Context: an optimization exercise on an open-source flow, tuned for small area, a short achievable clock period and few clock cycles. The choices shown serve that exercise and are no tape-out recipe. No run shown here included a check of the RTL's function; only the layout flow was run.

===== flow/constraint.sdc =====
create_clock -name core_clock -period 12.5 [get_ports {clk}]
set_input_delay 2.5000 -clock core_clock [delete_from_list [all_inputs] [get_ports {clk}]]
set_output_delay 2.5000 -clock core_clock [all_outputs]
set_load 0.01 [all_outputs]

===== flow/standard.sh =====
#!/bin/bash
# synth_recipe.tcl (not shown) runs the flow's synth.tcl, then flattens the netlist and writes it again
# the make line also repeats each setting of config.mk as NAME=value (left out here)
make -C /OpenROAD-flow-scripts/flow DESIGN_CONFIG=/design/flow/config.mk WORK_HOME=/design/flow/orfs CLKGATE_MAP_FILE= SYNTH_SCRIPT=/design/flow/synth_recipe.tcl "${@:-finish}"

===== flow/flow/run.sh =====
#!/bin/bash
set -euo pipefail
bash standard.sh SETUP_SLACK_MARGIN=8.5 finish > standard_flow.log 2>&1

===== flow/config.mk =====
export PLATFORM = sky130hd
export DESIGN_NAME = CONVCOR
export DESIGN_NICKNAME = CONVCOR
export VERILOG_FILES = /design/flow/design.v
export SDC_FILE = /design/flow/constraint.sdc
export NUM_CORES = 4
export LEC_CHECK = 0
export CAP_MARGIN = 20
export CORE_MARGIN = 2
export CORE_UTILIZATION = 40
export SLEW_MARGIN = 20

===== flow/design.v =====
module CONVCOR(clk, rst_n, in_valid, in_a, in_b, in_mode, out_valid, out);
input clk, rst_n, in_valid, in_mode;
input [15:0] in_a, in_b;
output reg out_valid;
output reg signed [35:0] out;
reg m;
reg [3:0] cnt;
reg acc;
wire idle = (cnt == 4'd0);
wire mm = idle ? in_mode : m;
wire last = m ? (cnt == 4'd4) : (cnt == 4'd10);
wire [3:0] ncnt = idle ? {3'd0, in_valid} : (last ? 4'd0 : cnt + 4'd1);
reg [15:0] A1, A2, A3, B1, B2, B3;
wire shift = (cnt[3:2] == 2'b00) && (cnt[1:0] != 2'b11);
always @(posedge clk) begin
  if (shift) begin
    A1 <= in_a; A2 <= A1; A3 <= A2;
    B1 <= in_b; B2 <= B1; B3 <= B2;
  end
end
reg [2:0] nax, nay;
reg npx, npy, nacc, nvalid;
always @(*) begin
  nax = 3'b000; nay = 3'b000; npx = 1'b1; npy = 1'b1; nacc = 1'b0; nvalid = 1'b0;
  if (m) begin
    nacc = (cnt == 4'd1) || (cnt == 4'd2);
    nvalid = (cnt == 4'd3);
  end else begin
    case (cnt)
      4'd0: begin npx = 1'b0; nax = 3'b001; end
      4'd1: begin npx = 1'b0; npy = 1'b0; nax = 3'b001; nay = 3'b010; end
      4'd2: begin npx = 1'b0; npy = 1'b0; nax = 3'b100; nay = 3'b001; end
      4'd3: begin npx = 1'b0; npy = 1'b0; nax = 3'b010; nay = 3'b010; end
      4'd4: begin npx = 1'b0; npy = 1'b0; nax = 3'b001; nay = 3'b100; end
      4'd5: begin npx = 1'b0; npy = 1'b0; nax = 3'b010; nay = 3'b001; end
      4'd6: begin npx = 1'b0; npy = 1'b0; nax = 3'b001; nay = 3'b010; end
      4'd7: begin npx = 1'b0; npy = 1'b0; nax = 3'b001; nay = 3'b001; end
      default: ;
    endcase
    nacc = (cnt == 4'd2) || (cnt == 4'd4) || (cnt == 4'd5) || (cnt == 4'd7);
    nvalid = (cnt == 4'd1) || (cnt == 4'd3) || (cnt == 4'd6) || (cnt == 4'd8) || (cnt == 4'd9);
  end
  if (idle) begin
    nax = 3'b000; nay = 3'b000; npx = 1'b1; npy = 1'b1; nacc = 1'b0; nvalid = 1'b0;
  end
end
reg [2:0] ax, ay;
reg px, py;
always @(posedge clk) begin
  if (!rst_n) begin
    px <= 1'b1; py <= 1'b1; ax <= 3'b000; ay <= 3'b000;
  end else if (idle) begin
    px <= 1'b1; py <= 1'b1; ax <= 3'b000; ay <= 3'b000;
    if (in_valid && !in_mode) begin px <= 1'b0; ax <= 3'b001; end
  end else begin
    px <= npx; py <= npy; ax <= nax; ay <= nay;
  end
end
wire [15:0] sx = ({16{ax[0]}} & A1) | ({16{ax[1]}} & A2) | ({16{ax[2]}} & A3);
wire [15:0] sy = ({16{ay[0]}} & B1) | ({16{ay[1]}} & B2) | ({16{ay[2]}} & B3);
function [11:0] benc(input [7:0] y);    
  integer k;
  reg ym;
  begin
    for (k = 0; k < 4; k = k + 1) begin
      ym = (k == 0) ? 1'b0 : y[2*k-1];
      benc[k] = y[2*k] ^ ym;
      benc[4+k] = (y[2*k+1] & ~y[2*k] & ~ym) | (~y[2*k+1] & y[2*k] & ym);
      benc[8+k] = y[2*k+1];
    end
  end
endfunction
wire [11:0] er_pin = benc(in_b[15:8]), ei_pin = benc(in_b[7:0]);
wire [11:0] er_st = benc(sy[15:8]), ei_st = benc(sy[7:0]);
wire [11:0] ner = py ? er_pin : er_st;
wire [11:0] nei = py ? ei_pin : ei_st;
wire [15:0] nx = px ? in_a : sx;
reg [7:0] xr, xi;
reg [3:0] r_one, r_two, r_neg, i_one, i_two, i_nre, i_nim;
always @(posedge clk) begin
  xr <= nx[15:8]; xi <= nx[7:0];
  r_one <= ner[3:0]; r_two <= ner[7:4]; r_neg <= ner[11:8];
  i_one <= nei[3:0]; i_two <= nei[7:4];
  i_nre <= nei[11:8] ^ {4{~mm}};
  i_nim <= nei[11:8] ^ {4{mm}};
end
always @(posedge clk) begin
  if (!rst_n) begin
    cnt <= 4'd0;
    out_valid <= 1'b0;
    acc <= 1'b0;
  end else begin
    cnt <= ncnt;
    m <= mm;
    out_valid <= nvalid;
    acc <= nacc;
  end
end
wire [17:0] sre, sim;
wire prr_p0_0 = (r_one[0] & xr[0]) ^ r_neg[0];
wire prr_p0_1 = ((r_one[0] & xr[1]) | (r_two[0] & xr[0])) ^ r_neg[0];
wire prr_p0_2 = ((r_one[0] & xr[2]) | (r_two[0] & xr[1])) ^ r_neg[0];
wire prr_p0_3 = ((r_one[0] & xr[3]) | (r_two[0] & xr[2])) ^ r_neg[0];
wire prr_p0_4 = ((r_one[0] & xr[4]) | (r_two[0] & xr[3])) ^ r_neg[0];
wire prr_p0_5 = ((r_one[0] & xr[5]) | (r_two[0] & xr[4])) ^ r_neg[0];
wire prr_p0_6 = ((r_one[0] & xr[6]) | (r_two[0] & xr[5])) ^ r_neg[0];
wire prr_p0_7 = ((r_one[0] & xr[7]) | (r_two[0] & xr[6])) ^ r_neg[0];
wire prr_p0_8 = ((r_one[0] & xr[7]) | (r_two[0] & xr[7])) ^ r_neg[0];
wire prr_p1_0 = (r_one[1] & xr[0]) ^ r_neg[1];
wire prr_p1_1 = ((r_one[1] & xr[1]) | (r_two[1] & xr[0])) ^ r_neg[1];
wire prr_p1_2 = ((r_one[1] & xr[2]) | (r_two[1] & xr[1])) ^ r_neg[1];
wire prr_p1_3 = ((r_one[1] & xr[3]) | (r_two[1] & xr[2])) ^ r_neg[1];
wire prr_p1_4 = ((r_one[1] & xr[4]) | (r_two[1] & xr[3])) ^ r_neg[1];
wire prr_p1_5 = ((r_one[1] & xr[5]) | (r_two[1] & xr[4])) ^ r_neg[1];
wire prr_p1_6 = ((r_one[1] & xr[6]) | (r_two[1] & xr[5])) ^ r_neg[1];
wire prr_p1_7 = ((r_one[1] & xr[7]) | (r_two[1] & xr[6])) ^ r_neg[1];
wire prr_p1_8 = ((r_one[1] & xr[7]) | (r_two[1] & xr[7])) ^ r_neg[1];
wire prr_p2_0 = (r_one[2] & xr[0]) ^ r_neg[2];
wire prr_p2_1 = ((r_one[2] & xr[1]) | (r_two[2] & xr[0])) ^ r_neg[2];
wire prr_p2_2 = ((r_one[2] & xr[2]) | (r_two[2] & xr[1])) ^ r_neg[2];
wire prr_p2_3 = ((r_one[2] & xr[3]) | (r_two[2] & xr[2])) ^ r_neg[2];
wire prr_p2_4 = ((r_one[2] & xr[4]) | (r_two[2] & xr[3])) ^ r_neg[2];
wire prr_p2_5 = ((r_one[2] & xr[5]) | (r_two[2] & xr[4])) ^ r_neg[2];
wire prr_p2_6 = ((r_one[2] & xr[6]) | (r_two[2] & xr[5])) ^ r_neg[2];
wire prr_p2_7 = ((r_one[2] & xr[7]) | (r_two[2] & xr[6])) ^ r_neg[2];
wire prr_p2_8 = ((r_one[2] & xr[7]) | (r_two[2] & xr[7])) ^ r_neg[2];
wire prr_p3_0 = (r_one[3] & xr[0]) ^ r_neg[3];
wire prr_p3_1 = ((r_one[3] & xr[1]) | (r_two[3] & xr[0])) ^ r_neg[3];
wire prr_p3_2 = ((r_one[3] & xr[2]) | (r_two[3] & xr[1])) ^ r_neg[3];
wire prr_p3_3 = ((r_one[3] & xr[3]) | (r_two[3] & xr[2])) ^ r_neg[3];
wire prr_p3_4 = ((r_one[3] & xr[4]) | (r_two[3] & xr[3])) ^ r_neg[3];
wire prr_p3_5 = ((r_one[3] & xr[5]) | (r_two[3] & xr[4])) ^ r_neg[3];
wire prr_p3_6 = ((r_one[3] & xr[6]) | (r_two[3] & xr[5])) ^ r_neg[3];
wire prr_p3_7 = ((r_one[3] & xr[7]) | (r_two[3] & xr[6])) ^ r_neg[3];
wire prr_p3_8 = ((r_one[3] & xr[7]) | (r_two[3] & xr[7])) ^ r_neg[3];
wire pii_p0_0 = (i_one[0] & xi[0]) ^ i_nre[0];
wire pii_p0_1 = ((i_one[0] & xi[1]) | (i_two[0] & xi[0])) ^ i_nre[0];
wire pii_p0_2 = ((i_one[0] & xi[2]) | (i_two[0] & xi[1])) ^ i_nre[0];
wire pii_p0_3 = ((i_one[0] & xi[3]) | (i_two[0] & xi[2])) ^ i_nre[0];
wire pii_p0_4 = ((i_one[0] & xi[4]) | (i_two[0] & xi[3])) ^ i_nre[0];
wire pii_p0_5 = ((i_one[0] & xi[5]) | (i_two[0] & xi[4])) ^ i_nre[0];
wire pii_p0_6 = ((i_one[0] & xi[6]) | (i_two[0] & xi[5])) ^ i_nre[0];
wire pii_p0_7 = ((i_one[0] & xi[7]) | (i_two[0] & xi[6])) ^ i_nre[0];
wire pii_p0_8 = ((i_one[0] & xi[7]) | (i_two[0] & xi[7])) ^ i_nre[0];
wire pii_p1_0 = (i_one[1] & xi[0]) ^ i_nre[1];
wire pii_p1_1 = ((i_one[1] & xi[1]) | (i_two[1] & xi[0])) ^ i_nre[1];
wire pii_p1_2 = ((i_one[1] & xi[2]) | (i_two[1] & xi[1])) ^ i_nre[1];
wire pii_p1_3 = ((i_one[1] & xi[3]) | (i_two[1] & xi[2])) ^ i_nre[1];
wire pii_p1_4 = ((i_one[1] & xi[4]) | (i_two[1] & xi[3])) ^ i_nre[1];
wire pii_p1_5 = ((i_one[1] & xi[5]) | (i_two[1] & xi[4])) ^ i_nre[1];
wire pii_p1_6 = ((i_one[1] & xi[6]) | (i_two[1] & xi[5])) ^ i_nre[1];
wire pii_p1_7 = ((i_one[1] & xi[7]) | (i_two[1] & xi[6])) ^ i_nre[1];
wire pii_p1_8 = ((i_one[1] & xi[7]) | (i_two[1] & xi[7])) ^ i_nre[1];
wire pii_p2_0 = (i_one[2] & xi[0]) ^ i_nre[2];
wire pii_p2_1 = ((i_one[2] & xi[1]) | (i_two[2] & xi[0])) ^ i_nre[2];
wire pii_p2_2 = ((i_one[2] & xi[2]) | (i_two[2] & xi[1])) ^ i_nre[2];
wire pii_p2_3 = ((i_one[2] & xi[3]) | (i_two[2] & xi[2])) ^ i_nre[2];
wire pii_p2_4 = ((i_one[2] & xi[4]) | (i_two[2] & xi[3])) ^ i_nre[2];
wire pii_p2_5 = ((i_one[2] & xi[5]) | (i_two[2] & xi[4])) ^ i_nre[2];
wire pii_p2_6 = ((i_one[2] & xi[6]) | (i_two[2] & xi[5])) ^ i_nre[2];
wire pii_p2_7 = ((i_one[2] & xi[7]) | (i_two[2] & xi[6])) ^ i_nre[2];
wire pii_p2_8 = ((i_one[2] & xi[7]) | (i_two[2] & xi[7])) ^ i_nre[2];
wire pii_p3_0 = (i_one[3] & xi[0]) ^ i_nre[3];
wire pii_p3_1 = ((i_one[3] & xi[1]) | (i_two[3] & xi[0])) ^ i_nre[3];
wire pii_p3_2 = ((i_one[3] & xi[2]) | (i_two[3] & xi[1])) ^ i_nre[3];
wire pii_p3_3 = ((i_one[3] & xi[3]) | (i_two[3] & xi[2])) ^ i_nre[3];
wire pii_p3_4 = ((i_one[3] & xi[4]) | (i_two[3] & xi[3])) ^ i_nre[3];
wire pii_p3_5 = ((i_one[3] & xi[5]) | (i_two[3] & xi[4])) ^ i_nre[3];
wire pii_p3_6 = ((i_one[3] & xi[6]) | (i_two[3] & xi[5])) ^ i_nre[3];
wire pii_p3_7 = ((i_one[3] & xi[7]) | (i_two[3] & xi[6])) ^ i_nre[3];
wire pii_p3_8 = ((i_one[3] & xi[7]) | (i_two[3] & xi[7])) ^ i_nre[3];
wire pri_p0_0 = (i_one[0] & xr[0]) ^ i_nim[0];
wire pri_p0_1 = ((i_one[0] & xr[1]) | (i_two[0] & xr[0])) ^ i_nim[0];
wire pri_p0_2 = ((i_one[0] & xr[2]) | (i_two[0] & xr[1])) ^ i_nim[0];
wire pri_p0_3 = ((i_one[0] & xr[3]) | (i_two[0] & xr[2])) ^ i_nim[0];
wire pri_p0_4 = ((i_one[0] & xr[4]) | (i_two[0] & xr[3])) ^ i_nim[0];
wire pri_p0_5 = ((i_one[0] & xr[5]) | (i_two[0] & xr[4])) ^ i_nim[0];
wire pri_p0_6 = ((i_one[0] & xr[6]) | (i_two[0] & xr[5])) ^ i_nim[0];
wire pri_p0_7 = ((i_one[0] & xr[7]) | (i_two[0] & xr[6])) ^ i_nim[0];
wire pri_p0_8 = ((i_one[0] & xr[7]) | (i_two[0] & xr[7])) ^ i_nim[0];
wire pri_p1_0 = (i_one[1] & xr[0]) ^ i_nim[1];
wire pri_p1_1 = ((i_one[1] & xr[1]) | (i_two[1] & xr[0])) ^ i_nim[1];
wire pri_p1_2 = ((i_one[1] & xr[2]) | (i_two[1] & xr[1])) ^ i_nim[1];
wire pri_p1_3 = ((i_one[1] & xr[3]) | (i_two[1] & xr[2])) ^ i_nim[1];
wire pri_p1_4 = ((i_one[1] & xr[4]) | (i_two[1] & xr[3])) ^ i_nim[1];
wire pri_p1_5 = ((i_one[1] & xr[5]) | (i_two[1] & xr[4])) ^ i_nim[1];
wire pri_p1_6 = ((i_one[1] & xr[6]) | (i_two[1] & xr[5])) ^ i_nim[1];
wire pri_p1_7 = ((i_one[1] & xr[7]) | (i_two[1] & xr[6])) ^ i_nim[1];
wire pri_p1_8 = ((i_one[1] & xr[7]) | (i_two[1] & xr[7])) ^ i_nim[1];
wire pri_p2_0 = (i_one[2] & xr[0]) ^ i_nim[2];
wire pri_p2_1 = ((i_one[2] & xr[1]) | (i_two[2] & xr[0])) ^ i_nim[2];
wire pri_p2_2 = ((i_one[2] & xr[2]) | (i_two[2] & xr[1])) ^ i_nim[2];
wire pri_p2_3 = ((i_one[2] & xr[3]) | (i_two[2] & xr[2])) ^ i_nim[2];
wire pri_p2_4 = ((i_one[2] & xr[4]) | (i_two[2] & xr[3])) ^ i_nim[2];
wire pri_p2_5 = ((i_one[2] & xr[5]) | (i_two[2] & xr[4])) ^ i_nim[2];
wire pri_p2_6 = ((i_one[2] & xr[6]) | (i_two[2] & xr[5])) ^ i_nim[2];
wire pri_p2_7 = ((i_one[2] & xr[7]) | (i_two[2] & xr[6])) ^ i_nim[2];
wire pri_p2_8 = ((i_one[2] & xr[7]) | (i_two[2] & xr[7])) ^ i_nim[2];
wire pri_p3_0 = (i_one[3] & xr[0]) ^ i_nim[3];
wire pri_p3_1 = ((i_one[3] & xr[1]) | (i_two[3] & xr[0])) ^ i_nim[3];
wire pri_p3_2 = ((i_one[3] & xr[2]) | (i_two[3] & xr[1])) ^ i_nim[3];
wire pri_p3_3 = ((i_one[3] & xr[3]) | (i_two[3] & xr[2])) ^ i_nim[3];
wire pri_p3_4 = ((i_one[3] & xr[4]) | (i_two[3] & xr[3])) ^ i_nim[3];
wire pri_p3_5 = ((i_one[3] & xr[5]) | (i_two[3] & xr[4])) ^ i_nim[3];
wire pri_p3_6 = ((i_one[3] & xr[6]) | (i_two[3] & xr[5])) ^ i_nim[3];
wire pri_p3_7 = ((i_one[3] & xr[7]) | (i_two[3] & xr[6])) ^ i_nim[3];
wire pri_p3_8 = ((i_one[3] & xr[7]) | (i_two[3] & xr[7])) ^ i_nim[3];
wire pir_p0_0 = (r_one[0] & xi[0]) ^ r_neg[0];
wire pir_p0_1 = ((r_one[0] & xi[1]) | (r_two[0] & xi[0])) ^ r_neg[0];
wire pir_p0_2 = ((r_one[0] & xi[2]) | (r_two[0] & xi[1])) ^ r_neg[0];
wire pir_p0_3 = ((r_one[0] & xi[3]) | (r_two[0] & xi[2])) ^ r_neg[0];
wire pir_p0_4 = ((r_one[0] & xi[4]) | (r_two[0] & xi[3])) ^ r_neg[0];
wire pir_p0_5 = ((r_one[0] & xi[5]) | (r_two[0] & xi[4])) ^ r_neg[0];
wire pir_p0_6 = ((r_one[0] & xi[6]) | (r_two[0] & xi[5])) ^ r_neg[0];
wire pir_p0_7 = ((r_one[0] & xi[7]) | (r_two[0] & xi[6])) ^ r_neg[0];
wire pir_p0_8 = ((r_one[0] & xi[7]) | (r_two[0] & xi[7])) ^ r_neg[0];
wire pir_p1_0 = (r_one[1] & xi[0]) ^ r_neg[1];
wire pir_p1_1 = ((r_one[1] & xi[1]) | (r_two[1] & xi[0])) ^ r_neg[1];
wire pir_p1_2 = ((r_one[1] & xi[2]) | (r_two[1] & xi[1])) ^ r_neg[1];
wire pir_p1_3 = ((r_one[1] & xi[3]) | (r_two[1] & xi[2])) ^ r_neg[1];
wire pir_p1_4 = ((r_one[1] & xi[4]) | (r_two[1] & xi[3])) ^ r_neg[1];
wire pir_p1_5 = ((r_one[1] & xi[5]) | (r_two[1] & xi[4])) ^ r_neg[1];
wire pir_p1_6 = ((r_one[1] & xi[6]) | (r_two[1] & xi[5])) ^ r_neg[1];
wire pir_p1_7 = ((r_one[1] & xi[7]) | (r_two[1] & xi[6])) ^ r_neg[1];
wire pir_p1_8 = ((r_one[1] & xi[7]) | (r_two[1] & xi[7])) ^ r_neg[1];
wire pir_p2_0 = (r_one[2] & xi[0]) ^ r_neg[2];
wire pir_p2_1 = ((r_one[2] & xi[1]) | (r_two[2] & xi[0])) ^ r_neg[2];
wire pir_p2_2 = ((r_one[2] & xi[2]) | (r_two[2] & xi[1])) ^ r_neg[2];
wire pir_p2_3 = ((r_one[2] & xi[3]) | (r_two[2] & xi[2])) ^ r_neg[2];
wire pir_p2_4 = ((r_one[2] & xi[4]) | (r_two[2] & xi[3])) ^ r_neg[2];
wire pir_p2_5 = ((r_one[2] & xi[5]) | (r_two[2] & xi[4])) ^ r_neg[2];
wire pir_p2_6 = ((r_one[2] & xi[6]) | (r_two[2] & xi[5])) ^ r_neg[2];
wire pir_p2_7 = ((r_one[2] & xi[7]) | (r_two[2] & xi[6])) ^ r_neg[2];
wire pir_p2_8 = ((r_one[2] & xi[7]) | (r_two[2] & xi[7])) ^ r_neg[2];
wire pir_p3_0 = (r_one[3] & xi[0]) ^ r_neg[3];
wire pir_p3_1 = ((r_one[3] & xi[1]) | (r_two[3] & xi[0])) ^ r_neg[3];
wire pir_p3_2 = ((r_one[3] & xi[2]) | (r_two[3] & xi[1])) ^ r_neg[3];
wire pir_p3_3 = ((r_one[3] & xi[3]) | (r_two[3] & xi[2])) ^ r_neg[3];
wire pir_p3_4 = ((r_one[3] & xi[4]) | (r_two[3] & xi[3])) ^ r_neg[3];
wire pir_p3_5 = ((r_one[3] & xi[5]) | (r_two[3] & xi[4])) ^ r_neg[3];
wire pir_p3_6 = ((r_one[3] & xi[6]) | (r_two[3] & xi[5])) ^ r_neg[3];
wire pir_p3_7 = ((r_one[3] & xi[7]) | (r_two[3] & xi[6])) ^ r_neg[3];
wire pir_p3_8 = ((r_one[3] & xi[7]) | (r_two[3] & xi[7])) ^ r_neg[3];
wire tre_w1 = prr_p0_6 ^ prr_p1_4 ^ prr_p2_2;
wire tre_w2 = (prr_p0_6 & prr_p1_4) | (prr_p0_6 & prr_p2_2) | (prr_p1_4 & prr_p2_2);
wire tre_w3 = prr_p0_7 ^ prr_p1_5;
wire tre_w4 = prr_p0_7 & prr_p1_5;
wire tre_w5 = ~(prr_p0_8) ^ prr_p1_6;
wire tre_w6 = ~(prr_p0_8) & prr_p1_6;
wire tre_w7 = prr_p0_2 ^ prr_p1_0;
wire tre_w8 = prr_p0_2 & prr_p1_0;
wire tre_w9 = prr_p0_4 ^ prr_p1_2 ^ prr_p2_0;
wire tre_w10 = (prr_p0_4 & prr_p1_2) | (prr_p0_4 & prr_p2_0) | (prr_p1_2 & prr_p2_0);
wire tre_w11 = r_neg[2] ^ pii_p0_4;
wire tre_w12 = r_neg[2] & pii_p0_4;
wire tre_w13 = prr_p0_5 ^ prr_p1_3 ^ prr_p2_1;
wire tre_w14 = (prr_p0_5 & prr_p1_3) | (prr_p0_5 & prr_p2_1) | (prr_p1_3 & prr_p2_1);
wire tre_w15 = pii_p0_5 ^ pii_p1_3;
wire tre_w16 = pii_p0_5 & pii_p1_3;
wire tre_w17 = tre_w1 ^ prr_p3_0 ^ r_neg[3];
wire tre_w18 = (tre_w1 & prr_p3_0) | (tre_w1 & r_neg[3]) | (prr_p3_0 & r_neg[3]);
wire tre_w19 = pii_p0_6 ^ pii_p1_4 ^ pii_p2_2;
wire tre_w20 = (pii_p0_6 & pii_p1_4) | (pii_p0_6 & pii_p2_2) | (pii_p1_4 & pii_p2_2);
wire tre_w21 = pii_p3_0 ^ i_nre[3];
wire tre_w22 = pii_p3_0 & i_nre[3];
wire tre_w23 = tre_w2 ^ tre_w3 ^ prr_p2_3;
wire tre_w24 = (tre_w2 & tre_w3) | (tre_w2 & prr_p2_3) | (tre_w3 & prr_p2_3);
wire tre_w25 = prr_p3_1 ^ pii_p0_7 ^ pii_p1_5;
wire tre_w26 = (prr_p3_1 & pii_p0_7) | (prr_p3_1 & pii_p1_5) | (pii_p0_7 & pii_p1_5);
wire tre_w27 = pii_p2_3 ^ pii_p3_1 ^ out[25] & acc;
wire tre_w28 = (pii_p2_3 & pii_p3_1) | (pii_p2_3 & out[25] & acc) | (pii_p3_1 & out[25] & acc);
wire tre_w29 = tre_w4 ^ tre_w5 ^ prr_p2_4;
wire tre_w30 = (tre_w4 & tre_w5) | (tre_w4 & prr_p2_4) | (tre_w5 & prr_p2_4);
wire tre_w31 = prr_p3_2 ^ ~(pii_p0_8) ^ pii_p1_6;
wire tre_w32 = (prr_p3_2 & ~(pii_p0_8)) | (prr_p3_2 & pii_p1_6) | (~(pii_p0_8) & pii_p1_6);
wire tre_w33 = pii_p2_4 ^ pii_p3_2 ^ out[26] & acc;
wire tre_w34 = (pii_p2_4 & pii_p3_2) | (pii_p2_4 & out[26] & acc) | (pii_p3_2 & out[26] & acc);
wire tre_w35 = tre_w6 ^ prr_p1_7 ^ prr_p2_5;
wire tre_w36 = (tre_w6 & prr_p1_7) | (tre_w6 & prr_p2_5) | (prr_p1_7 & prr_p2_5);
wire tre_w37 = prr_p3_3 ^ pii_p1_7 ^ pii_p2_5;
wire tre_w38 = (prr_p3_3 & pii_p1_7) | (prr_p3_3 & pii_p2_5) | (pii_p1_7 & pii_p2_5);
wire tre_w39 = pii_p3_3 ^ out[27] & acc ^ 1'b1;
wire tre_w40 = (pii_p3_3 & out[27] & acc) | (pii_p3_3 & 1'b1) | (out[27] & acc & 1'b1);
wire tre_w41 = ~(prr_p1_8) ^ prr_p2_6 ^ prr_p3_4;
wire tre_w42 = (~(prr_p1_8) & prr_p2_6) | (~(prr_p1_8) & prr_p3_4) | (prr_p2_6 & prr_p3_4);
wire tre_w43 = ~(pii_p1_8) ^ pii_p2_6 ^ pii_p3_4;
wire tre_w44 = (~(pii_p1_8) & pii_p2_6) | (~(pii_p1_8) & pii_p3_4) | (pii_p2_6 & pii_p3_4);
wire tre_w45 = out[28] & acc ^ 1'b1;
wire tre_w46 = out[28] & acc & 1'b1;
wire tre_w47 = prr_p2_7 ^ prr_p3_5 ^ pii_p2_7;
wire tre_w48 = (prr_p2_7 & prr_p3_5) | (prr_p2_7 & pii_p2_7) | (prr_p3_5 & pii_p2_7);
wire tre_w49 = ~(prr_p2_8) ^ prr_p3_6;
wire tre_w50 = ~(prr_p2_8) & prr_p3_6;
wire tre_w51 = prr_p0_0 ^ r_neg[0];
wire tre_w52 = prr_p0_0 & r_neg[0];
wire tre_w53 = tre_w7 ^ r_neg[1] ^ pii_p0_2;
wire tre_w54 = (tre_w7 & r_neg[1]) | (tre_w7 & pii_p0_2) | (r_neg[1] & pii_p0_2);
wire tre_w55 = tre_w8 ^ prr_p0_3 ^ prr_p1_1;
wire tre_w56 = (tre_w8 & prr_p0_3) | (tre_w8 & prr_p1_1) | (prr_p0_3 & prr_p1_1);
wire tre_w57 = pii_p0_3 ^ pii_p1_1;
wire tre_w58 = pii_p0_3 & pii_p1_1;
wire tre_w59 = tre_w9 ^ tre_w11 ^ pii_p1_2;
wire tre_w60 = (tre_w9 & tre_w11) | (tre_w9 & pii_p1_2) | (tre_w11 & pii_p1_2);
wire tre_w61 = pii_p2_0 ^ i_nre[2] ^ out[22] & acc;
wire tre_w62 = (pii_p2_0 & i_nre[2]) | (pii_p2_0 & out[22] & acc) | (i_nre[2] & out[22] & acc);
wire tre_w63 = tre_w10 ^ tre_w12 ^ tre_w13;
wire tre_w64 = (tre_w10 & tre_w12) | (tre_w10 & tre_w13) | (tre_w12 & tre_w13);
wire tre_w65 = tre_w15 ^ pii_p2_1 ^ out[23] & acc;
wire tre_w66 = (tre_w15 & pii_p2_1) | (tre_w15 & out[23] & acc) | (pii_p2_1 & out[23] & acc);
wire tre_w67 = tre_w14 ^ tre_w16 ^ tre_w17;
wire tre_w68 = (tre_w14 & tre_w16) | (tre_w14 & tre_w17) | (tre_w16 & tre_w17);
wire tre_w69 = tre_w19 ^ tre_w21 ^ out[24] & acc;
wire tre_w70 = (tre_w19 & tre_w21) | (tre_w19 & out[24] & acc) | (tre_w21 & out[24] & acc);
wire tre_w71 = tre_w18 ^ tre_w20 ^ tre_w22;
wire tre_w72 = (tre_w18 & tre_w20) | (tre_w18 & tre_w22) | (tre_w20 & tre_w22);
wire tre_w73 = tre_w23 ^ tre_w25 ^ tre_w27;
wire tre_w74 = (tre_w23 & tre_w25) | (tre_w23 & tre_w27) | (tre_w25 & tre_w27);
wire tre_w75 = tre_w24 ^ tre_w26 ^ tre_w28;
wire tre_w76 = (tre_w24 & tre_w26) | (tre_w24 & tre_w28) | (tre_w26 & tre_w28);
wire tre_w77 = tre_w29 ^ tre_w31 ^ tre_w33;
wire tre_w78 = (tre_w29 & tre_w31) | (tre_w29 & tre_w33) | (tre_w31 & tre_w33);
wire tre_w79 = tre_w30 ^ tre_w32 ^ tre_w34;
wire tre_w80 = (tre_w30 & tre_w32) | (tre_w30 & tre_w34) | (tre_w32 & tre_w34);
wire tre_w81 = tre_w35 ^ tre_w37 ^ tre_w39;
wire tre_w82 = (tre_w35 & tre_w37) | (tre_w35 & tre_w39) | (tre_w37 & tre_w39);
wire tre_w83 = tre_w36 ^ tre_w38 ^ tre_w40;
wire tre_w84 = (tre_w36 & tre_w38) | (tre_w36 & tre_w40) | (tre_w38 & tre_w40);
wire tre_w85 = tre_w41 ^ tre_w43 ^ tre_w45;
wire tre_w86 = (tre_w41 & tre_w43) | (tre_w41 & tre_w45) | (tre_w43 & tre_w45);
wire tre_w87 = tre_w42 ^ tre_w44 ^ tre_w46;
wire tre_w88 = (tre_w42 & tre_w44) | (tre_w42 & tre_w46) | (tre_w44 & tre_w46);
wire tre_w89 = tre_w47 ^ pii_p3_5 ^ out[29] & acc;
wire tre_w90 = (tre_w47 & pii_p3_5) | (tre_w47 & out[29] & acc) | (pii_p3_5 & out[29] & acc);
wire tre_w91 = tre_w48 ^ tre_w49 ^ ~(pii_p2_8);
wire tre_w92 = (tre_w48 & tre_w49) | (tre_w48 & ~(pii_p2_8)) | (tre_w49 & ~(pii_p2_8));
wire tre_w93 = pii_p3_6 ^ out[30] & acc ^ 1'b1;
wire tre_w94 = (pii_p3_6 & out[30] & acc) | (pii_p3_6 & 1'b1) | (out[30] & acc & 1'b1);
wire tre_w95 = tre_w50 ^ prr_p3_7 ^ pii_p3_7;
wire tre_w96 = (tre_w50 & prr_p3_7) | (tre_w50 & pii_p3_7) | (prr_p3_7 & pii_p3_7);
wire tre_w97 = ~(prr_p3_8) ^ ~(pii_p3_8);
wire tre_w98 = ~(prr_p3_8) & ~(pii_p3_8);
wire tre_w99 = tre_w51 ^ pii_p0_0;
wire tre_w100 = tre_w51 & pii_p0_0;
wire tre_w101 = tre_w52 ^ prr_p0_1 ^ pii_p0_1;
wire tre_w102 = (tre_w52 & prr_p0_1) | (tre_w52 & pii_p0_1) | (prr_p0_1 & pii_p0_1);
wire tre_w103 = tre_w53 ^ pii_p1_0 ^ i_nre[1];
wire tre_w104 = (tre_w53 & pii_p1_0) | (tre_w53 & i_nre[1]) | (pii_p1_0 & i_nre[1]);
wire tre_w105 = tre_w54 ^ tre_w55 ^ tre_w57;
wire tre_w106 = (tre_w54 & tre_w55) | (tre_w54 & tre_w57) | (tre_w55 & tre_w57);
wire tre_w107 = tre_w56 ^ tre_w58 ^ tre_w59;
wire tre_w108 = (tre_w56 & tre_w58) | (tre_w56 & tre_w59) | (tre_w58 & tre_w59);
wire tre_w109 = tre_w60 ^ tre_w62 ^ tre_w63;
wire tre_w110 = (tre_w60 & tre_w62) | (tre_w60 & tre_w63) | (tre_w62 & tre_w63);
wire tre_w111 = tre_w64 ^ tre_w66 ^ tre_w67;
wire tre_w112 = (tre_w64 & tre_w66) | (tre_w64 & tre_w67) | (tre_w66 & tre_w67);
wire tre_w113 = tre_w68 ^ tre_w70 ^ tre_w71;
wire tre_w114 = (tre_w68 & tre_w70) | (tre_w68 & tre_w71) | (tre_w70 & tre_w71);
wire tre_w115 = tre_w72 ^ tre_w74 ^ tre_w75;
wire tre_w116 = (tre_w72 & tre_w74) | (tre_w72 & tre_w75) | (tre_w74 & tre_w75);
wire tre_w117 = tre_w76 ^ tre_w78 ^ tre_w79;
wire tre_w118 = (tre_w76 & tre_w78) | (tre_w76 & tre_w79) | (tre_w78 & tre_w79);
wire tre_w119 = tre_w80 ^ tre_w82 ^ tre_w83;
wire tre_w120 = (tre_w80 & tre_w82) | (tre_w80 & tre_w83) | (tre_w82 & tre_w83);
wire tre_w121 = tre_w84 ^ tre_w86 ^ tre_w87;
wire tre_w122 = (tre_w84 & tre_w86) | (tre_w84 & tre_w87) | (tre_w86 & tre_w87);
wire tre_w123 = tre_w88 ^ tre_w90 ^ tre_w91;
wire tre_w124 = (tre_w88 & tre_w90) | (tre_w88 & tre_w91) | (tre_w90 & tre_w91);
wire tre_w125 = tre_w92 ^ tre_w94 ^ tre_w95;
wire tre_w126 = (tre_w92 & tre_w94) | (tre_w92 & tre_w95) | (tre_w94 & tre_w95);
wire tre_w127 = tre_w96 ^ tre_w97 ^ out[32] & acc;
wire tre_w128 = (tre_w96 & tre_w97) | (tre_w96 & out[32] & acc) | (tre_w97 & out[32] & acc);
wire tre_w129 = tre_w99 ^ i_nre[0];
wire tre_w130 = tre_w99 & i_nre[0];
wire tre_w131 = tre_w100 ^ tre_w101 ^ out[19] & acc;
wire tre_w132 = (tre_w100 & tre_w101) | (tre_w100 & out[19] & acc) | (tre_w101 & out[19] & acc);
wire tre_w133 = tre_w102 ^ tre_w103 ^ out[20] & acc;
wire tre_w134 = (tre_w102 & tre_w103) | (tre_w102 & out[20] & acc) | (tre_w103 & out[20] & acc);
wire tre_w135 = tre_w104 ^ tre_w105 ^ out[21] & acc;
wire tre_w136 = (tre_w104 & tre_w105) | (tre_w104 & out[21] & acc) | (tre_w105 & out[21] & acc);
wire tre_w137 = tre_w106 ^ tre_w107 ^ tre_w61;
wire tre_w138 = (tre_w106 & tre_w107) | (tre_w106 & tre_w61) | (tre_w107 & tre_w61);
wire tre_w139 = tre_w108 ^ tre_w109 ^ tre_w65;
wire tre_w140 = (tre_w108 & tre_w109) | (tre_w108 & tre_w65) | (tre_w109 & tre_w65);
wire tre_w141 = tre_w110 ^ tre_w111 ^ tre_w69;
wire tre_w142 = (tre_w110 & tre_w111) | (tre_w110 & tre_w69) | (tre_w111 & tre_w69);
wire tre_w143 = tre_w112 ^ tre_w113 ^ tre_w73;
wire tre_w144 = (tre_w112 & tre_w113) | (tre_w112 & tre_w73) | (tre_w113 & tre_w73);
wire tre_w145 = tre_w114 ^ tre_w115 ^ tre_w77;
wire tre_w146 = (tre_w114 & tre_w115) | (tre_w114 & tre_w77) | (tre_w115 & tre_w77);
wire tre_w147 = tre_w116 ^ tre_w117 ^ tre_w81;
wire tre_w148 = (tre_w116 & tre_w117) | (tre_w116 & tre_w81) | (tre_w117 & tre_w81);
wire tre_w149 = tre_w118 ^ tre_w119 ^ tre_w85;
wire tre_w150 = (tre_w118 & tre_w119) | (tre_w118 & tre_w85) | (tre_w119 & tre_w85);
wire tre_w151 = tre_w120 ^ tre_w121 ^ tre_w89;
wire tre_w152 = (tre_w120 & tre_w121) | (tre_w120 & tre_w89) | (tre_w121 & tre_w89);
wire tre_w153 = tre_w122 ^ tre_w123 ^ tre_w93;
wire tre_w154 = (tre_w122 & tre_w123) | (tre_w122 & tre_w93) | (tre_w123 & tre_w93);
wire tre_w155 = tre_w124 ^ tre_w125 ^ out[31] & acc;
wire tre_w156 = (tre_w124 & tre_w125) | (tre_w124 & out[31] & acc) | (tre_w125 & out[31] & acc);
wire tre_w157 = tre_w126 ^ tre_w127 ^ 1'b1;
wire tre_w158 = (tre_w126 & tre_w127) | (tre_w126 & 1'b1) | (tre_w127 & 1'b1);
wire tre_w159 = tre_w128 ^ tre_w98 ^ out[33] & acc;
wire tre_w160 = (tre_w128 & tre_w98) | (tre_w128 & out[33] & acc) | (tre_w98 & out[33] & acc);
wire tre_w161 = out[34] & acc ^ 1'b1;
wire tre_w162 = out[34] & acc & 1'b1;
wire tre_w163 = out[35] & acc ^ 1'b1;
wire tre_w164 = out[35] & acc & 1'b1;
wire [17:0] tre_r0 = {tre_w162, tre_w160, tre_w158, tre_w156, tre_w154, tre_w152, tre_w150, tre_w148, tre_w146, tre_w144, tre_w142, tre_w140, tre_w138, tre_w136, tre_w134, tre_w132, tre_w130, tre_w129};
wire [17:0] tre_r1 = {tre_w163, tre_w161, tre_w159, tre_w157, tre_w155, tre_w153, tre_w151, tre_w149, tre_w147, tre_w145, tre_w143, tre_w141, tre_w139, tre_w137, tre_w135, tre_w133, tre_w131, out[18] & acc};
assign sre = tre_r0 + tre_r1;
wire tim_w1 = pri_p0_6 ^ pri_p1_4 ^ pri_p2_2;
wire tim_w2 = (pri_p0_6 & pri_p1_4) | (pri_p0_6 & pri_p2_2) | (pri_p1_4 & pri_p2_2);
wire tim_w3 = pri_p0_7 ^ pri_p1_5;
wire tim_w4 = pri_p0_7 & pri_p1_5;
wire tim_w5 = ~(pri_p0_8) ^ pri_p1_6;
wire tim_w6 = ~(pri_p0_8) & pri_p1_6;
wire tim_w7 = pri_p0_2 ^ pri_p1_0;
wire tim_w8 = pri_p0_2 & pri_p1_0;
wire tim_w9 = pri_p0_4 ^ pri_p1_2 ^ pri_p2_0;
wire tim_w10 = (pri_p0_4 & pri_p1_2) | (pri_p0_4 & pri_p2_0) | (pri_p1_2 & pri_p2_0);
wire tim_w11 = i_nim[2] ^ pir_p0_4;
wire tim_w12 = i_nim[2] & pir_p0_4;
wire tim_w13 = pri_p0_5 ^ pri_p1_3 ^ pri_p2_1;
wire tim_w14 = (pri_p0_5 & pri_p1_3) | (pri_p0_5 & pri_p2_1) | (pri_p1_3 & pri_p2_1);
wire tim_w15 = pir_p0_5 ^ pir_p1_3;
wire tim_w16 = pir_p0_5 & pir_p1_3;
wire tim_w17 = tim_w1 ^ pri_p3_0 ^ i_nim[3];
wire tim_w18 = (tim_w1 & pri_p3_0) | (tim_w1 & i_nim[3]) | (pri_p3_0 & i_nim[3]);
wire tim_w19 = pir_p0_6 ^ pir_p1_4 ^ pir_p2_2;
wire tim_w20 = (pir_p0_6 & pir_p1_4) | (pir_p0_6 & pir_p2_2) | (pir_p1_4 & pir_p2_2);
wire tim_w21 = pir_p3_0 ^ r_neg[3];
wire tim_w22 = pir_p3_0 & r_neg[3];
wire tim_w23 = tim_w2 ^ tim_w3 ^ pri_p2_3;
wire tim_w24 = (tim_w2 & tim_w3) | (tim_w2 & pri_p2_3) | (tim_w3 & pri_p2_3);
wire tim_w25 = pri_p3_1 ^ pir_p0_7 ^ pir_p1_5;
wire tim_w26 = (pri_p3_1 & pir_p0_7) | (pri_p3_1 & pir_p1_5) | (pir_p0_7 & pir_p1_5);
wire tim_w27 = pir_p2_3 ^ pir_p3_1 ^ out[7] & acc;
wire tim_w28 = (pir_p2_3 & pir_p3_1) | (pir_p2_3 & out[7] & acc) | (pir_p3_1 & out[7] & acc);
wire tim_w29 = tim_w4 ^ tim_w5 ^ pri_p2_4;
wire tim_w30 = (tim_w4 & tim_w5) | (tim_w4 & pri_p2_4) | (tim_w5 & pri_p2_4);
wire tim_w31 = pri_p3_2 ^ ~(pir_p0_8) ^ pir_p1_6;
wire tim_w32 = (pri_p3_2 & ~(pir_p0_8)) | (pri_p3_2 & pir_p1_6) | (~(pir_p0_8) & pir_p1_6);
wire tim_w33 = pir_p2_4 ^ pir_p3_2 ^ out[8] & acc;
wire tim_w34 = (pir_p2_4 & pir_p3_2) | (pir_p2_4 & out[8] & acc) | (pir_p3_2 & out[8] & acc);
wire tim_w35 = tim_w6 ^ pri_p1_7 ^ pri_p2_5;
wire tim_w36 = (tim_w6 & pri_p1_7) | (tim_w6 & pri_p2_5) | (pri_p1_7 & pri_p2_5);
wire tim_w37 = pri_p3_3 ^ pir_p1_7 ^ pir_p2_5;
wire tim_w38 = (pri_p3_3 & pir_p1_7) | (pri_p3_3 & pir_p2_5) | (pir_p1_7 & pir_p2_5);
wire tim_w39 = pir_p3_3 ^ out[9] & acc ^ 1'b1;
wire tim_w40 = (pir_p3_3 & out[9] & acc) | (pir_p3_3 & 1'b1) | (out[9] & acc & 1'b1);
wire tim_w41 = ~(pri_p1_8) ^ pri_p2_6 ^ pri_p3_4;
wire tim_w42 = (~(pri_p1_8) & pri_p2_6) | (~(pri_p1_8) & pri_p3_4) | (pri_p2_6 & pri_p3_4);
wire tim_w43 = ~(pir_p1_8) ^ pir_p2_6 ^ pir_p3_4;
wire tim_w44 = (~(pir_p1_8) & pir_p2_6) | (~(pir_p1_8) & pir_p3_4) | (pir_p2_6 & pir_p3_4);
wire tim_w45 = out[10] & acc ^ 1'b1;
wire tim_w46 = out[10] & acc & 1'b1;
wire tim_w47 = pri_p2_7 ^ pri_p3_5 ^ pir_p2_7;
wire tim_w48 = (pri_p2_7 & pri_p3_5) | (pri_p2_7 & pir_p2_7) | (pri_p3_5 & pir_p2_7);
wire tim_w49 = ~(pri_p2_8) ^ pri_p3_6;
wire tim_w50 = ~(pri_p2_8) & pri_p3_6;
wire tim_w51 = pri_p0_0 ^ i_nim[0];
wire tim_w52 = pri_p0_0 & i_nim[0];
wire tim_w53 = tim_w7 ^ i_nim[1] ^ pir_p0_2;
wire tim_w54 = (tim_w7 & i_nim[1]) | (tim_w7 & pir_p0_2) | (i_nim[1] & pir_p0_2);
wire tim_w55 = tim_w8 ^ pri_p0_3 ^ pri_p1_1;
wire tim_w56 = (tim_w8 & pri_p0_3) | (tim_w8 & pri_p1_1) | (pri_p0_3 & pri_p1_1);
wire tim_w57 = pir_p0_3 ^ pir_p1_1;
wire tim_w58 = pir_p0_3 & pir_p1_1;
wire tim_w59 = tim_w9 ^ tim_w11 ^ pir_p1_2;
wire tim_w60 = (tim_w9 & tim_w11) | (tim_w9 & pir_p1_2) | (tim_w11 & pir_p1_2);
wire tim_w61 = pir_p2_0 ^ r_neg[2] ^ out[4] & acc;
wire tim_w62 = (pir_p2_0 & r_neg[2]) | (pir_p2_0 & out[4] & acc) | (r_neg[2] & out[4] & acc);
wire tim_w63 = tim_w10 ^ tim_w12 ^ tim_w13;
wire tim_w64 = (tim_w10 & tim_w12) | (tim_w10 & tim_w13) | (tim_w12 & tim_w13);
wire tim_w65 = tim_w15 ^ pir_p2_1 ^ out[5] & acc;
wire tim_w66 = (tim_w15 & pir_p2_1) | (tim_w15 & out[5] & acc) | (pir_p2_1 & out[5] & acc);
wire tim_w67 = tim_w14 ^ tim_w16 ^ tim_w17;
wire tim_w68 = (tim_w14 & tim_w16) | (tim_w14 & tim_w17) | (tim_w16 & tim_w17);
wire tim_w69 = tim_w19 ^ tim_w21 ^ out[6] & acc;
wire tim_w70 = (tim_w19 & tim_w21) | (tim_w19 & out[6] & acc) | (tim_w21 & out[6] & acc);
wire tim_w71 = tim_w18 ^ tim_w20 ^ tim_w22;
wire tim_w72 = (tim_w18 & tim_w20) | (tim_w18 & tim_w22) | (tim_w20 & tim_w22);
wire tim_w73 = tim_w23 ^ tim_w25 ^ tim_w27;
wire tim_w74 = (tim_w23 & tim_w25) | (tim_w23 & tim_w27) | (tim_w25 & tim_w27);
wire tim_w75 = tim_w24 ^ tim_w26 ^ tim_w28;
wire tim_w76 = (tim_w24 & tim_w26) | (tim_w24 & tim_w28) | (tim_w26 & tim_w28);
wire tim_w77 = tim_w29 ^ tim_w31 ^ tim_w33;
wire tim_w78 = (tim_w29 & tim_w31) | (tim_w29 & tim_w33) | (tim_w31 & tim_w33);
wire tim_w79 = tim_w30 ^ tim_w32 ^ tim_w34;
wire tim_w80 = (tim_w30 & tim_w32) | (tim_w30 & tim_w34) | (tim_w32 & tim_w34);
wire tim_w81 = tim_w35 ^ tim_w37 ^ tim_w39;
wire tim_w82 = (tim_w35 & tim_w37) | (tim_w35 & tim_w39) | (tim_w37 & tim_w39);
wire tim_w83 = tim_w36 ^ tim_w38 ^ tim_w40;
wire tim_w84 = (tim_w36 & tim_w38) | (tim_w36 & tim_w40) | (tim_w38 & tim_w40);
wire tim_w85 = tim_w41 ^ tim_w43 ^ tim_w45;
wire tim_w86 = (tim_w41 & tim_w43) | (tim_w41 & tim_w45) | (tim_w43 & tim_w45);
wire tim_w87 = tim_w42 ^ tim_w44 ^ tim_w46;
wire tim_w88 = (tim_w42 & tim_w44) | (tim_w42 & tim_w46) | (tim_w44 & tim_w46);
wire tim_w89 = tim_w47 ^ pir_p3_5 ^ out[11] & acc;
wire tim_w90 = (tim_w47 & pir_p3_5) | (tim_w47 & out[11] & acc) | (pir_p3_5 & out[11] & acc);
wire tim_w91 = tim_w48 ^ tim_w49 ^ ~(pir_p2_8);
wire tim_w92 = (tim_w48 & tim_w49) | (tim_w48 & ~(pir_p2_8)) | (tim_w49 & ~(pir_p2_8));
wire tim_w93 = pir_p3_6 ^ out[12] & acc ^ 1'b1;
wire tim_w94 = (pir_p3_6 & out[12] & acc) | (pir_p3_6 & 1'b1) | (out[12] & acc & 1'b1);
wire tim_w95 = tim_w50 ^ pri_p3_7 ^ pir_p3_7;
wire tim_w96 = (tim_w50 & pri_p3_7) | (tim_w50 & pir_p3_7) | (pri_p3_7 & pir_p3_7);
wire tim_w97 = ~(pri_p3_8) ^ ~(pir_p3_8);
wire tim_w98 = ~(pri_p3_8) & ~(pir_p3_8);
wire tim_w99 = tim_w51 ^ pir_p0_0;
wire tim_w100 = tim_w51 & pir_p0_0;
wire tim_w101 = tim_w52 ^ pri_p0_1 ^ pir_p0_1;
wire tim_w102 = (tim_w52 & pri_p0_1) | (tim_w52 & pir_p0_1) | (pri_p0_1 & pir_p0_1);
wire tim_w103 = tim_w53 ^ pir_p1_0 ^ r_neg[1];
wire tim_w104 = (tim_w53 & pir_p1_0) | (tim_w53 & r_neg[1]) | (pir_p1_0 & r_neg[1]);
wire tim_w105 = tim_w54 ^ tim_w55 ^ tim_w57;
wire tim_w106 = (tim_w54 & tim_w55) | (tim_w54 & tim_w57) | (tim_w55 & tim_w57);
wire tim_w107 = tim_w56 ^ tim_w58 ^ tim_w59;
wire tim_w108 = (tim_w56 & tim_w58) | (tim_w56 & tim_w59) | (tim_w58 & tim_w59);
wire tim_w109 = tim_w60 ^ tim_w62 ^ tim_w63;
wire tim_w110 = (tim_w60 & tim_w62) | (tim_w60 & tim_w63) | (tim_w62 & tim_w63);
wire tim_w111 = tim_w64 ^ tim_w66 ^ tim_w67;
wire tim_w112 = (tim_w64 & tim_w66) | (tim_w64 & tim_w67) | (tim_w66 & tim_w67);
wire tim_w113 = tim_w68 ^ tim_w70 ^ tim_w71;
wire tim_w114 = (tim_w68 & tim_w70) | (tim_w68 & tim_w71) | (tim_w70 & tim_w71);
wire tim_w115 = tim_w72 ^ tim_w74 ^ tim_w75;
wire tim_w116 = (tim_w72 & tim_w74) | (tim_w72 & tim_w75) | (tim_w74 & tim_w75);
wire tim_w117 = tim_w76 ^ tim_w78 ^ tim_w79;
wire tim_w118 = (tim_w76 & tim_w78) | (tim_w76 & tim_w79) | (tim_w78 & tim_w79);
wire tim_w119 = tim_w80 ^ tim_w82 ^ tim_w83;
wire tim_w120 = (tim_w80 & tim_w82) | (tim_w80 & tim_w83) | (tim_w82 & tim_w83);
wire tim_w121 = tim_w84 ^ tim_w86 ^ tim_w87;
wire tim_w122 = (tim_w84 & tim_w86) | (tim_w84 & tim_w87) | (tim_w86 & tim_w87);
wire tim_w123 = tim_w88 ^ tim_w90 ^ tim_w91;
wire tim_w124 = (tim_w88 & tim_w90) | (tim_w88 & tim_w91) | (tim_w90 & tim_w91);
wire tim_w125 = tim_w92 ^ tim_w94 ^ tim_w95;
wire tim_w126 = (tim_w92 & tim_w94) | (tim_w92 & tim_w95) | (tim_w94 & tim_w95);
wire tim_w127 = tim_w96 ^ tim_w97 ^ out[14] & acc;
wire tim_w128 = (tim_w96 & tim_w97) | (tim_w96 & out[14] & acc) | (tim_w97 & out[14] & acc);
wire tim_w129 = tim_w99 ^ r_neg[0];
wire tim_w130 = tim_w99 & r_neg[0];
wire tim_w131 = tim_w100 ^ tim_w101 ^ out[1] & acc;
wire tim_w132 = (tim_w100 & tim_w101) | (tim_w100 & out[1] & acc) | (tim_w101 & out[1] & acc);
wire tim_w133 = tim_w102 ^ tim_w103 ^ out[2] & acc;
wire tim_w134 = (tim_w102 & tim_w103) | (tim_w102 & out[2] & acc) | (tim_w103 & out[2] & acc);
wire tim_w135 = tim_w104 ^ tim_w105 ^ out[3] & acc;
wire tim_w136 = (tim_w104 & tim_w105) | (tim_w104 & out[3] & acc) | (tim_w105 & out[3] & acc);
wire tim_w137 = tim_w106 ^ tim_w107 ^ tim_w61;
wire tim_w138 = (tim_w106 & tim_w107) | (tim_w106 & tim_w61) | (tim_w107 & tim_w61);
wire tim_w139 = tim_w108 ^ tim_w109 ^ tim_w65;
wire tim_w140 = (tim_w108 & tim_w109) | (tim_w108 & tim_w65) | (tim_w109 & tim_w65);
wire tim_w141 = tim_w110 ^ tim_w111 ^ tim_w69;
wire tim_w142 = (tim_w110 & tim_w111) | (tim_w110 & tim_w69) | (tim_w111 & tim_w69);
wire tim_w143 = tim_w112 ^ tim_w113 ^ tim_w73;
wire tim_w144 = (tim_w112 & tim_w113) | (tim_w112 & tim_w73) | (tim_w113 & tim_w73);
wire tim_w145 = tim_w114 ^ tim_w115 ^ tim_w77;
wire tim_w146 = (tim_w114 & tim_w115) | (tim_w114 & tim_w77) | (tim_w115 & tim_w77);
wire tim_w147 = tim_w116 ^ tim_w117 ^ tim_w81;
wire tim_w148 = (tim_w116 & tim_w117) | (tim_w116 & tim_w81) | (tim_w117 & tim_w81);
wire tim_w149 = tim_w118 ^ tim_w119 ^ tim_w85;
wire tim_w150 = (tim_w118 & tim_w119) | (tim_w118 & tim_w85) | (tim_w119 & tim_w85);
wire tim_w151 = tim_w120 ^ tim_w121 ^ tim_w89;
wire tim_w152 = (tim_w120 & tim_w121) | (tim_w120 & tim_w89) | (tim_w121 & tim_w89);
wire tim_w153 = tim_w122 ^ tim_w123 ^ tim_w93;
wire tim_w154 = (tim_w122 & tim_w123) | (tim_w122 & tim_w93) | (tim_w123 & tim_w93);
wire tim_w155 = tim_w124 ^ tim_w125 ^ out[13] & acc;
wire tim_w156 = (tim_w124 & tim_w125) | (tim_w124 & out[13] & acc) | (tim_w125 & out[13] & acc);
wire tim_w157 = tim_w126 ^ tim_w127 ^ 1'b1;
wire tim_w158 = (tim_w126 & tim_w127) | (tim_w126 & 1'b1) | (tim_w127 & 1'b1);
wire tim_w159 = tim_w128 ^ tim_w98 ^ out[15] & acc;
wire tim_w160 = (tim_w128 & tim_w98) | (tim_w128 & out[15] & acc) | (tim_w98 & out[15] & acc);
wire tim_w161 = out[16] & acc ^ 1'b1;
wire tim_w162 = out[16] & acc & 1'b1;
wire tim_w163 = out[17] & acc ^ 1'b1;
wire tim_w164 = out[17] & acc & 1'b1;
wire [17:0] tim_r0 = {tim_w162, tim_w160, tim_w158, tim_w156, tim_w154, tim_w152, tim_w150, tim_w148, tim_w146, tim_w144, tim_w142, tim_w140, tim_w138, tim_w136, tim_w134, tim_w132, tim_w130, tim_w129};
wire [17:0] tim_r1 = {tim_w163, tim_w161, tim_w159, tim_w157, tim_w155, tim_w153, tim_w151, tim_w149, tim_w147, tim_w145, tim_w143, tim_w141, tim_w139, tim_w137, tim_w135, tim_w133, tim_w131, out[0] & acc};
assign sim = tim_r0 + tim_r1;
always @(posedge clk) out <= {sre, sim};
endmodule

==> metrics.yaml, run 1 <==
status:
  outcome: "complete, no violations"
logic_synthesis:
  synth_edf_count: 97
  async_flop_share: 0
  post_synth.cell_area_avg_um2: 10.1
  yosys_register_bits: 191
  yosys-top-cells-area: "edfxtp_1, fa_1, dfxtp_1, xnor2_1, ha_1"
  seq_area_frac_synth: 0.336
  syn-num-nets: 1639
  synth_warnings: 1
  synth.largest_area_cell: "edfxtp_1"
  ys_types: 59
  syn_inst: 1417
  synth_top_area_frac: 0.204
  ys.flop_type: "edfxtp_1"
  netlist_area_um2: 14300
global_route:
  grt_first_pass_wirelength_mm: 58.9
  grt_max_degree: 54
  track_usage: 0.205
  grt_pass1_vias: 10800
  grt-ovfl-total: 0
  antenna_found_initial: 0
critical_path:
  critPathMaxFanout: 8
  crit_path_end_kind: "flip-flop"
  crit_type: "flip-flop to flip-flop"
  r2r_setup_slack_ns: 7.97
  crit_required_ns: 12.89
  worstSetupStartpointType: "flip-flop"
  r2r-end: "out[35]"
  reg2regPathDepth: 17
  reg2reg_from: "xr[5]"
  arrival_ns: 4.92
timing:
  finalCritPeriodShare: 0.363
  fin_crit_ns: 4.53
  hold_ws_ns: 0.453
  setup_violations: 0
  worst_pin_slew_ns: 1.04
  finalHoldViolations: 0
  timing.setup.tns_ns: 0
  finClkSkew_ns: 0.0110
  slew_headroom: 0.306
  slew_violations: 0
  rsz0062_at_grt: "true"
  finalWorstSetupSlack_ns: 7.97
  max_freq_mhz: 221
cells_and_area:
  nFillCells: 3151
  seq_area_um2: 4930
  area_growth_pct: 23.8
  layout-drive-gt1-share: 0.223
  antenna_cells: 0
  nets: 1737
  multiInputGateArea_um2: 9350
drt:
  num_vias: 10900
  drcViolationCount: 0
  wirelength_mm: 37.4
  firstDrtPassIters: 7
  met1_length_mm: 16.9
  wl_met2_mm: 17.6
  via_per_inst: 5.48
  wl_met3_mm: 1.94
  ant_nets: 0
  highest_layer: "met4"
  wire_per_inst_um: 18.8
  drt-initial-drc-count: 958
clock_network:
  clk_pin_slew_ns: 0.08
  clockBufferDepth: 2
  root_buffer: "clkbuf_16"
  clock_latency_ns: 0.45
  tritoncts: "built"
  postCtsHoldBufs: 0
  numCtsBuffers: 17
  cts_sinks: 191
  ctsHtreeMaxLevel: 4
worst_hold_path:
  min_path_cells: 0
  min_from: "A1[2]"
  min_to: "A2[2]"
  hold_class: "flip-flop to flip-flop"
die:
  dieArea_um2: 37200
  start_util: 0.404
  rows: 69
  core_area_um2: 35400
  ioPinCount: 73
  die_h_um: 193
  chipWidth_um: 193
run:
  max_cap_viol_count: 0
place:
  portBuffers: 72
  dp_hpwl_mm: 25.0
  dp_worst_setup_slack_ns: 7.20
  place_congestion: 0.823
[sequential cells by signal, indices dropped and copies added (netlist names), 3 cells and up]
register,count
i_two,4
B1,16
ay,3
ax,3
i_nre,4
xi,8
A3,16
out,36
r_neg,4
xr,8
i_nim,4
A2,16
r_two,4
r_one,4
cnt,4
A1,16
B2,16
B3,16
i_one,4
[how the worst max path moves through the flow]
stage / start / to / slack, ns / depth (start not counted)
after floorplan: xr[2] / out[35] / 7.89 / 18
after global placement: r_neg[2] / out[17] / 7.31 / 14
after detailed placement: r_neg[2] / out[17] / 7.20 / 14
after CTS: xr[3] / out[31] / 8.04 / 16
after global routing: i_nre[2] / out[35] / 7.83 / 16
final: xr[5] / out[35] / 7.97 / 17
[cell families (layout without fill, tap and decap cells)]
| group | count (synthesis) | count (layout) | synth area share |
|---|---|---|---|
| flip-flops | 191 | 191 | 0.336 |
| multiplexers | 30 | 30 | 0.0214 |
| buffers and inverters | 253 | 364 | 0.0666 |
| adder cells (fa/ha/maj) | 186 | 186 | 0.216 |
| AO/OA/AOI/OAI | 322 | 322 | 0.161 |
| XOR/XNOR | 212 | 212 | 0.130 |
| AND/OR/NAND/NOR | 223 | 223 | 0.0690 |
[through the flow]
stage / util / instance area, um2 / std cells
2_1_floorplan: - / 14700 / 1417
3_3_place_gp: 0.436 / 15400 / 1852
3_5_place_dp: 0.436 / 15400 / 1852
4_1_cts: 0.486 / 17200 / 1962
5_1_grt: 0.500 / 17700 / 1989
6_report: 0.500 / 17700 / 1989
[cells in the mapped netlist (all sizes together) (3+ instances only)]
library cell    n
mux2i          26
nand4           4
o21a           10
a22oi         117
a21oi          49
edfxtp         97
nor3           11
a31oi          13
inv           149
ha             84
nor2b           9
fa            102
nand2b          3
xnor2         143
or2             8
clkbuf         95
mux2            4
buf             8
dfxtp          94
a21boi          3
xor2           69
o21bai         15
nor2           58
and3           10
o32ai           3
and2            5
a222oi         28
o21ai          48
a21o            9
nand3           9
a211oi         11
nand2          99
[final cells by class]
cell class,instances,area share
Clock buffer,20,0.0270
Clock inverter,12,0.00785
Inverter,150,0.0319
Multi-Input combinational cell,973,0.528
Sequential cell,191,0.279
Tap cell,461,0.0326
Timing Repair Buffer,182,0.0932
[layout by cell type, fill, tap and decap left out, types with 6 or more instances in the layout]
master           synthesis  layout
a211oi_1                11       8
a21o_1                   9       9
a21oi_1                 49      36
a21oi_2                  0       9
a222oi_1                28      28
a22oi_1                117      95
a22oi_2                  0      22
a31oi_1                 12      11
and3_1                  10       9
buf_4                    0      89
buf_6                    0      16
clkbuf_16                0      18
clkdlybuf4s50_1          0      72
dfxtp_1                 94      51
dfxtp_2                  0       9
dfxtp_4                  0      34
edfxtp_1                97      97
fa_1                   102      86
fa_2                     0      16
ha_1                    84      66
ha_4                     0      15
inv_1                  148     137
inv_2                    1      12
mux2i_1                 26      25
nand2_1                 99      96
nand3_1                  9       6
nor2_1                  58      55
nor2b_1                  9       7
nor3_1                  11       8
o21a_1                  10       9
o21ai_0                 45      32
o21ai_2                  1      10
o21bai_1                15      14
or2_1                    6       6
xnor2_1                143     132
xnor2_2                  0      11
xor2_1                  69      66
[timing repair]
action                                  CTS  global route
endpoints found under the setup margin   27            25
buffers inserted                         78            27
pin swaps                                63            47
resized for setup                       158            71
[critical path: stages (launching register included)]
cell and delay (ns):
dfxtp_4 0.39, buf_6 0.14, a22oi_2 0.17, xnor2_1 0.11, ha_1 0.22, fa_1 0.52, inv_1 0.06, fa_1 0.35
inv_1 0.09, fa_1 0.46, fa_1 0.58, ha_4 0.25, a21oi_2 0.29, nor2_1 0.11, nor2_1 0.26, a31oi_4 0.15
a41oi_2 0.15, a21boi_2 0.16
[metal layers]
metal / track usage / up-vias
met5: 0 / -
met4: 0.0714 / 0
met3: 0.0320 / 65
met2: 0.324 / 341
met1: 0.286 / 5414
li1: - / 5076
==> run 2: changes to the inputs <==
==> flow/flow/run.sh (replaced) <==
#!/bin/bash
set -euo pipefail
bash standard.sh SETUP_SLACK_MARGIN=10 finish > standard_flow.log 2>&1
==> run 2 against run 1 <==
Effect of this change:
- first-iteration DRC count up 5.0%
- still clean
- sequential share of layout area down 1.8 points
- final area up 8.0%
- synthesized area unchanged
- synthesized cell count unchanged
- via count up 3.9%
- clock-buffer cell count down 3
- core utilization up 4.0 points
- die area unchanged
- maximum frequency up 0.16%
- worst hold slack worse by 0.0023 ns
==> metrics.yaml, run 2 <==
status:
  outcome: "complete, no violations"
global_route:
  antenna_found_initial: 0
  grt-ovfl-total: 0
  grt_max_degree: 79
clock_network:
  postCtsHoldBufs: 0
  tritoncts: "built"
  clock_latency_ns: 0.46
  ctsHtreeMaxLevel: 4
  numCtsBuffers: 17
  clk_pin_slew_ns: 0.08
  clockBufferDepth: 2
drt:
  firstDrtPassIters: 8
  wl_met3_mm: 2.33
  wl_met2_mm: 18.4
  via_per_inst: 5.53
  wirelength_mm: 38.9
  ant_nets: 0
  met1_length_mm: 17.0
  wire_per_inst_um: 19.0
  drcViolationCount: 0
  highest_layer: "met4"
logic_synthesis:
  netlist_area_um2: 14300
  synth_top_area_frac: 0.204
  yosys_register_bits: 191
  synth_edf_count: 97
  yosys-top-cells-area: "edfxtp_1, fa_1, dfxtp_1, xnor2_1, ha_1"
  post_synth.cell_area_avg_um2: 10.1
  synth.most_common_cell: "inv_1"
  synthTopCellsByCount: "inv_1, xnor2_1, a22oi_1"
  seq_area_frac_synth: 0.336
  synth_warnings: 1
place:
  dp_hpwl_mm: 25.4
  portBuffers: 72
  place_congestion: 0.845
timing:
  slew_violations: 0
  worst_pin_slew_ns: 1.00
  slew_headroom: 0.332
  max_freq_mhz: 221
  rsz0062_at_grt: "true"
  timing.setup.tns_ns: 0
run:
  max_cap_viol_count: 0
cells_and_area:
  layout-drive-gt1-share: 0.384
  multiInputGateArea_um2: 9960
  area_growth_pct: 33.7
  mostFrequentLayoutCells: "xnor2_1, buf_4, inv_1"
  nFillCells: 3078
  post-route-cell-area_um2: 19100
  seq_area_um2: 4990
  largest_reg_flops: 36
  antenna_cells: 0
critical_path:
  path_delay_family: "adder cells"
  arrival_ns: 4.88
  crit_required_ns: 12.86
  cpMaxStageDelayCell: "fa_1"
  crit_path_end_kind: "flip-flop"
  crit_type: "flip-flop to flip-flop"
  reg2reg_from: "r_one[2]"
die:
  rows: 69
  ioPinCount: 73
  core_area_um2: 35400
  chipWidth_um: 193
  start_util: 0.404
  die_h_um: 193
worst_hold_path:
  min_path_cells: 0
  min_to: "B3[4]"
-- run 2: changes by cell type in the layout (fill, tap and decap cells not counted), sizes merged --
cell / before / now
clkbuf: 21 / 17
clkinv: 7 / 8
bufinv: 1 / 0
clkdlybuf4s15: 0 / 2
buf: 109 / 237
clkdlybuf4s50: 72 / 0
inv: 154 / 157
-- run 2: cells by family (layout without fill, tap and decap cells) --
kind of cell               Yosys count  in the layout  share of synthesized area
and+or+nand+nor                    223            223                     0.0690
AOI/OAI and AO/OA                  322            322                      0.161
adders and majority gates          186            186                      0.216
buffers and inverters              253            421                     0.0666
DFF                                191            191                      0.336
xor gates and xnor gates           212            212                      0.130
muxes                               30             30                     0.0214
-- run 2: repair_timing --
item                                    CTS  global route
hold endpoints to repair                  0             0
gates resized for setup                 614           126
gates cloned                              1             0
pin swaps                                84           125
endpoints found under the setup margin  241           147
setup buffers                           109            53
-- run 2: through the flow --
step / hold slack, ns / util / setup slack (ns) / std cells
global route: 0.454 / 0.540 / 7.77 / 2046
floorplan: 0.425 / - / 7.92 / 1417
CTS: 0.445 / 0.512 / 8.02 / 1993
finish: 0.450 / 0.540 / 7.97 / 2046
detailed placement: 0.434 / 0.445 / 7.22 / 1851
global placement: 0.432 / 0.445 / 7.34 / 1851
-- run 2: worst reg2reg max path: cells and delay by family (launching register included) --
kind | cells | cell delay (ns)
buffers and inverters | 3 | 0.29
DFF | 1 | 0.38
AOI/OAI and AO/OA | 5 | 0.91
and+or+nand+nor | 2 | 0.28
adders and majority gates | 5 | 2.42
xor gates and xnor gates | 1 | 0.14
-- run 2: worst max-delay path by stage --
stage               startpoint       to  cells after the start
finish                r_one[2]  out[35]                     16
global route             xr[5]  out[35]                     16
CTS                      xr[4]  out[35]                     16
detailed placement    r_neg[2]  out[17]                     14
global placement      r_neg[2]  out[17]                     14
floorplan                xr[2]  out[35]                     18
-- run 2: area by class of cell --
cell class / instances / share of cell area
Clock inverter: 15 / 0.00982
Inverter: 150 / 0.0375
Timing Repair Buffer: 239 / 0.117
Tap cell: 461 / 0.0302
Clock buffer: 17 / 0.0223
Sequential cell: 191 / 0.261
Multi-Input combinational cell: 973 / 0.521
-- run 2: routing by layer --
layer,track usage,vias to the layer above
met3,0.0290,88
met2,0.338,428
met5,0,-
li1,-,5193
met4,0.0737,0
met1,0.284,5609

==> afterwards: timing with drivers on the ports <==
How much do the figures lean on ideal ports? The routed layouts below were timed once more, with nothing changed but the port constraints.
Step 1: set_driving_cell puts a clkbuf_16 on clk and a buf_2 on each other input, an assumption about the parent block.
Step 2, shift: input delay + t, output delay - t, t = (earliest + latest rising clock arrival at the registers) / 2. This alone moves slack from input paths to output paths.
a / b / c = ideal / step 1 / step 2; a / b = the first two.
| run | shift t [ns] | slack for setup (ns) | worst setup path after step 2 | worst data-port slew with drivers (ns) | cell pins on the clock port's net |
|---|---|---|---|---|---|
| run 1 | 0.496 | 7.965 / 7.965 / 7.965 | register to register | 0.04 | 1 |
| run 2 | 0.503 | 7.972 / 7.972 / 7.972 | register to register | 0.07 | 1 |
After both steps setup and hold are still met in every run listed.
